Background: an optimization exercise with open tools, aiming at small area, a short achievable clock period and few clock cycles. Do not read the settings as production practice.

==> flow/design.v <==
module RegFile(
	rdata1,			 
	rdata2,			 
	clock,
	wdata,			 
	waddr,			 
	raddr1,			 
	raddr2,			 
	write			 
	);
output [15:0] rdata1, rdata2;
input clock;
input [15:0] wdata;
input [2:0] raddr1, raddr2;
input [2:0] waddr;
input write;
reg [15:0] regcell[1:7];		 
integer i;
always @(posedge clock)
	for (i = 1; i < 8; i = i + 1)
		if (write && waddr == i) regcell[i] <= wdata;
assign rdata1 = (raddr1 == 0) ? 16'd0 : regcell[raddr1];
assign rdata2 = (raddr2 == 0) ? 16'd0 : regcell[raddr2];
endmodule
module Control(
	RegWrite,	 
	RegDst,		 
	Sub,		 
	UseImm,		 
	MemRead,	 
	MemWrite,	 
	Branch,		 
	Jump,		 
	OpCode
	);
output RegWrite, RegDst, Sub, UseImm, MemRead, MemWrite, Branch, Jump;
input [3:0] OpCode;
assign RegDst   = (OpCode == 4'd0) | (OpCode == 4'd1);
assign Sub      = (OpCode == 4'd1);
assign UseImm   = (OpCode == 4'd6);
assign MemRead  = (OpCode == 4'd3);
assign MemWrite = (OpCode == 4'd4);
assign Branch   = (OpCode == 4'd5);
assign Jump     = (OpCode == 4'd8);
assign RegWrite = RegDst | UseImm | MemRead;
endmodule
module PMIPSL0(
	imemaddr, 	 
	dmemaddr,	 
	dmemwdata,	 
	dmemwrite,	 
	dmemread,	 
	aluresult,	 
	clock,
	imemrdata,	 
	dmemrdata,	 
	reset		 
	);
output [15:0] imemaddr;
output [15:0] dmemaddr;
output [15:0] dmemwdata;
output dmemwrite;
output dmemread;
output [15:0] aluresult;
input clock;
input [16:0] imemrdata;
input [15:0] dmemrdata;
input reset;
reg [15:1] PC;		 
wire [16:0] IR = imemrdata;
wire [15:1] SeqPC = PC + 1'b1;	 
wire [3:0] op = IR[16:13];
wire [2:0] rs = IR[12:10];
wire [2:0] rt = IR[9:7];
wire [2:0] rd = IR[6:4];
wire [15:0] imm = {{9{IR[6]}}, IR[6:0]};
wire RegWrite, RegDst, Sub, UseImm, MemRead, MemWrite, Branch, Jump;
Control ctl(RegWrite, RegDst, Sub, UseImm, MemRead, MemWrite, Branch, Jump, op);
wire [15:0] a, b;
wire [15:0] wdata;
wire [2:0] waddr = RegDst ? rd : rt;
RegFile rf(a, b, clock, wdata, waddr, rs, rt, RegWrite);
wire [15:0] addr = a + imm;
wire [15:0] alu = Sub ? a - b : a + b;
assign wdata = MemRead ? dmemrdata : (UseImm ? addr : alu);
assign dmemaddr = addr;
assign dmemwdata = b;
assign dmemread = MemRead;
assign dmemwrite = MemWrite;
assign aluresult = addr;
wire taken = Branch && (a == b);
wire [15:1] btarget = SeqPC + imm[14:0];
wire [15:1] jtarget = {SeqPC[15:14], IR[12:0]};
wire [15:1] fetch = Jump ? jtarget : (taken ? btarget : SeqPC);
assign imemaddr = {PC, 1'b0};
always @(posedge clock)
	if (reset) PC <= 0;
	else PC <= fetch;
endmodule
==> flow/config.mk <==
export PLATFORM = sky130hd
export DESIGN_NAME = PMIPSL0
export DESIGN_NICKNAME = PMIPSL0
export VERILOG_FILES = /design/flow/design.v
export SDC_FILE = /design/flow/constraint.sdc
export NUM_CORES = 4
export LEC_CHECK = 0
export CAP_MARGIN = 20
export CORE_MARGIN = 2
export CORE_UTILIZATION = 40
export PLACE_DENSITY = 0.6
export SLEW_MARGIN = 20
==> flow/constraint.sdc <==
create_clock -name core_clock -period 6.0 [get_ports {clock}]
set_input_delay 1.2000 -clock core_clock [delete_from_list [all_inputs] [get_ports {clock}]]
set_output_delay 1.2000 -clock core_clock [all_outputs]
set_load 0.01 [all_outputs]
run.sh (not shown) runs the stock make flow with config.mk's settings and CLKGATE_MAP_FILE= SYNTH_SCRIPT=/design/flow/synth_recipe.tcl, a recipe that flattens the netlist after the stock synthesis.
Edit:
--- a/flow/design.v
+++ b/flow/design.v
@@ -66,9 +66,8 @@
 input [16:0] imemrdata;
 input [15:0] dmemrdata;
 input reset;
-reg [15:1] PC;		 
-wire [16:0] IR = imemrdata;
-wire [15:1] SeqPC = PC + 1'b1;	 
+reg [16:0] IR;		 
+reg [15:1] SeqPC;	 
 wire [3:0] op = IR[16:13];
 wire [2:0] rs = IR[12:10];
 wire [2:0] rt = IR[9:7];
@@ -92,8 +91,15 @@
 wire [15:1] btarget = SeqPC + imm[14:0];
 wire [15:1] jtarget = {SeqPC[15:14], IR[12:0]};
 wire [15:1] fetch = Jump ? jtarget : (taken ? btarget : SeqPC);
-assign imemaddr = {PC, 1'b0};
+assign imemaddr = {fetch, 1'b0};
 always @(posedge clock)
-	if (reset) PC <= 0;
-	else PC <= fetch;
+	if (reset) begin
+		IR[16:13] <= 4'd2;	 
+		SeqPC <= 0;
+	end else begin
+		IR[16:13] <= imemrdata[16:13];
+		SeqPC <= fetch + 1'b1;
+	end
+always @(posedge clock)
+	IR[12:0] <= imemrdata[12:0];
 endmodule
Effect: The changed run produced a clean layout; cell area came out higher by 3.2%; area after synthesis came out higher by 7.4%; register-to-register slack degrades by 890 ps; sequential cell count came out higher by 17; global-route usage came out lower by 0.74 points; hold slack degrades by 60 ps; clock skew came out higher by 4.5 ps; routed wire length came out higher by 4.3%.
Function was not checked in any run of this note: the RTL went through the layout flow alone.

========
PMIPSL0, a different RTL version from the one above (not shown whole).
For scale: roughly 1200 cells after synthesis, ~190 flip-flops, about 100 I/O pins, roughly 12000 sq um of cells after synthesis.
==> module PMIPSL0, before the edit <==
module PMIPSL0(
	imemaddr, 	 
	dmemaddr,	 
	dmemwdata,	 
	dmemwrite,	 
	dmemread,	 
	aluresult,	 
	clock,
	imemrdata,	 
	dmemrdata,	 
	reset		 
	);
output [15:0] imemaddr;
output [15:0] dmemaddr;
output [15:0] dmemwdata;
output dmemwrite;
output dmemread;
output [15:0] aluresult;
input clock;
input [16:0] imemrdata;
input [15:0] dmemrdata;
input reset;
reg [16:0] IR;		 
reg [15:1] SeqPC;	 
reg [15:1] BTarget;	 
reg Taken;		 
reg [15:0] A, B;	 
wire [3:0] op = IR[16:13];
wire [2:0] rt = IR[9:7];
wire [2:0] rd = IR[6:4];
wire [15:0] imm = {{9{IR[6]}}, IR[6:0]};
wire RegWrite, RegDst, Sub, UseImm, MemRead, MemWrite, Branch, Jump;
Control ctl(RegWrite, RegDst, Sub, UseImm, MemRead, MemWrite, Branch, Jump, op);
wire [2:0] waddr = RegDst ? rd : rt;
wire write = RegWrite && (waddr != 3'd0);
wire [15:0] addr;
Adder #(16) addradd(addr, A, imm, 1'b0);
wire [15:0] alu;
Adder #(16) aluadd(alu, A, Sub ? ~B : B, Sub);
wire [15:0] wdata = MemRead ? dmemrdata : (UseImm ? addr : alu);
assign dmemaddr = addr;
assign dmemwdata = B;
assign dmemread = MemRead;
assign dmemwrite = MemWrite;
assign aluresult = addr;
wire [15:1] jtarget = {SeqPC[15:14], IR[12:0]};
wire [15:1] fetch = Jump ? jtarget : (Taken ? BTarget : SeqPC);
assign imemaddr = {fetch, 1'b0};
wire [2:0] frs = imemrdata[12:10];
wire [2:0] frt = imemrdata[9:7];
wire [15:0] ra, rb;
RegFile rf(ra, rb, clock, wdata, waddr, frs, frt, write);
wire [15:0] fa = (write && waddr == frs) ? wdata : ra;
wire [15:0] fb = (write && waddr == frt) ? wdata : rb;
wire [15:1] fseq = fetch + 1'b1;
wire [15:1] fbt;
Adder #(15) pcadd(fbt, fetch, {{8{imemrdata[6]}}, imemrdata[6:0]}, 1'b1);
always @(posedge clock)
	if (reset) begin
		IR[16:13] <= 4'd2;	 
		Taken <= 1'b0;
		SeqPC <= 0;
	end else begin
		IR[16:13] <= imemrdata[16:13];
		Taken <= (imemrdata[16:13] == 4'd5) && (fa == fb);
		SeqPC <= fseq;
	end
always @(posedge clock) begin
	IR[12:0] <= imemrdata[12:0];
	A <= fa;
	B <= fb;
	BTarget <= fbt;
end
endmodule
make LEC_CHECK=0 ABC_CLOCK_PERIOD_IN_PS=3000 CAP_MARGIN=20 CORE_MARGIN=2 CORE_UTILIZATION=40 PLACE_DENSITY=0.6 SLEW_MARGIN=20 finish   # period 6.0 ns
Change:
--- a/flow/design.v
+++ b/flow/design.v
@@ -98,55 +98,49 @@
 input [16:0] imemrdata;
 input [15:0] dmemrdata;
 input reset;
 reg [16:0] IR;		 
 reg [15:1] SeqPC;	 
-reg [15:1] BTarget;	 
-reg Taken;		 
 reg [15:0] A, B;	 
 wire [3:0] op = IR[16:13];
 wire [2:0] rt = IR[9:7];
 wire [2:0] rd = IR[6:4];
 wire [15:0] imm = {{9{IR[6]}}, IR[6:0]};
 wire RegWrite, RegDst, Sub, UseImm, MemRead, MemWrite, Branch, Jump;
 Control ctl(RegWrite, RegDst, Sub, UseImm, MemRead, MemWrite, Branch, Jump, op);
+wire [15:0] wdata;
 wire [2:0] waddr = RegDst ? rd : rt;
 wire write = RegWrite && (waddr != 3'd0);
+wire [2:0] frs = imemrdata[12:10];
+wire [2:0] frt = imemrdata[9:7];
+wire [15:0] ra, rb;
+RegFile rf(ra, rb, clock, wdata, waddr, frs, frt, write);
 wire [15:0] addr;
 Adder #(16) addradd(addr, A, imm, 1'b0);
 wire [15:0] alu;
 Adder #(16) aluadd(alu, A, Sub ? ~B : B, Sub);
-wire [15:0] wdata = MemRead ? dmemrdata : (UseImm ? addr : alu);
+assign wdata = MemRead ? dmemrdata : (UseImm ? addr : alu);
 assign dmemaddr = addr;
 assign dmemwdata = B;
 assign dmemread = MemRead;
 assign dmemwrite = MemWrite;
 assign aluresult = addr;
+wire taken = Branch && (A == B);
+wire [15:1] btarget;
+Adder #(15) pcadd(btarget, SeqPC, imm[14:0], 1'b0);
 wire [15:1] jtarget = {SeqPC[15:14], IR[12:0]};
-wire [15:1] fetch = Jump ? jtarget : (Taken ? BTarget : SeqPC);
+wire [15:1] fetch = Jump ? jtarget : (taken ? btarget : SeqPC);
 assign imemaddr = {fetch, 1'b0};
-wire [2:0] frs = imemrdata[12:10];
-wire [2:0] frt = imemrdata[9:7];
-wire [15:0] ra, rb;
-RegFile rf(ra, rb, clock, wdata, waddr, frs, frt, write);
-wire [15:0] fa = (write && waddr == frs) ? wdata : ra;
-wire [15:0] fb = (write && waddr == frt) ? wdata : rb;
-wire [15:1] fseq = fetch + 1'b1;
-wire [15:1] fbt;
-Adder #(15) pcadd(fbt, fetch, {{8{imemrdata[6]}}, imemrdata[6:0]}, 1'b1);
 always @(posedge clock)
 	if (reset) begin
 		IR[16:13] <= 4'd2;	 
-		Taken <= 1'b0;
 		SeqPC <= 0;
 	end else begin
 		IR[16:13] <= imemrdata[16:13];
-		Taken <= (imemrdata[16:13] == 4'd5) && (fa == fb);
-		SeqPC <= fseq;
+		SeqPC <= fetch + 1'b1;
 	end
 always @(posedge clock) begin
 	IR[12:0] <= imemrdata[12:0];
-	A <= fa;
-	B <= fb;
-	BTarget <= fbt;
+	A <= (write && waddr == frs) ? wdata : ra;
+	B <= (write && waddr == frt) ? wdata : rb;
 end
 endmodule
What happened: The changed run completed with no timing, DRC or antenna violations; clock skew increases by 0.0096 ns; die area is lower by a little under a tenth; final area is lower by a little under a tenth; cell count goes down by roughly a tenth; register-to-register slack improved by 0.53 ns; core utilization grows by 0.67 points.
No run of this note included a check of the RTL's function; only the layout flow was run.

==> re-timing with driven ports <==
The results above use ideal ports. As a check the final layouts listed here were re-extracted and re-timed, cells and wires unchanged.
Step 1, drivers: a clkbuf_16 drives clock and a buf_2 each remaining input, both assumed.
Step 2 moves the port delays by t, midway between the first and last clock arrival at a register: inputs arrive t later, outputs are due t later. That takes back most of the time a late clock gives input paths.
Slacks: ideal ports / drivers / drivers and shift; pairs: ideal ports / drivers.
run | shift t [ns] | setup WS [ns] | worst setup path after step 2 | latest minus earliest clock arrival (ns) | worst data-port slew with drivers (ns)
the first run of note 1 | 0.477 | 0.166 / 0.146 / 0.146 | input to output | 0.010 / 0.010 | 0.05
the second run of note 1 | 0.478 | 0.170 / 0.121 / 0.599 | register to output | 0.015 / 0.014 | 0.05
the first run of note 2 | 0.490 | 0.981 / 0.931 / 1.153 | register to register | 0.017 / 0.017 | 0.06
the second run of note 2 | 0.489 | 1.131 / 1.080 / 1.570 | register to output | 0.025 / 0.025 | 0.05
After both steps setup and hold are still met in every run listed. For the first run of note 1, which loses most, drivers alone change the setup slack by -0.020 ns; drivers and shift together by -0.020 ns.
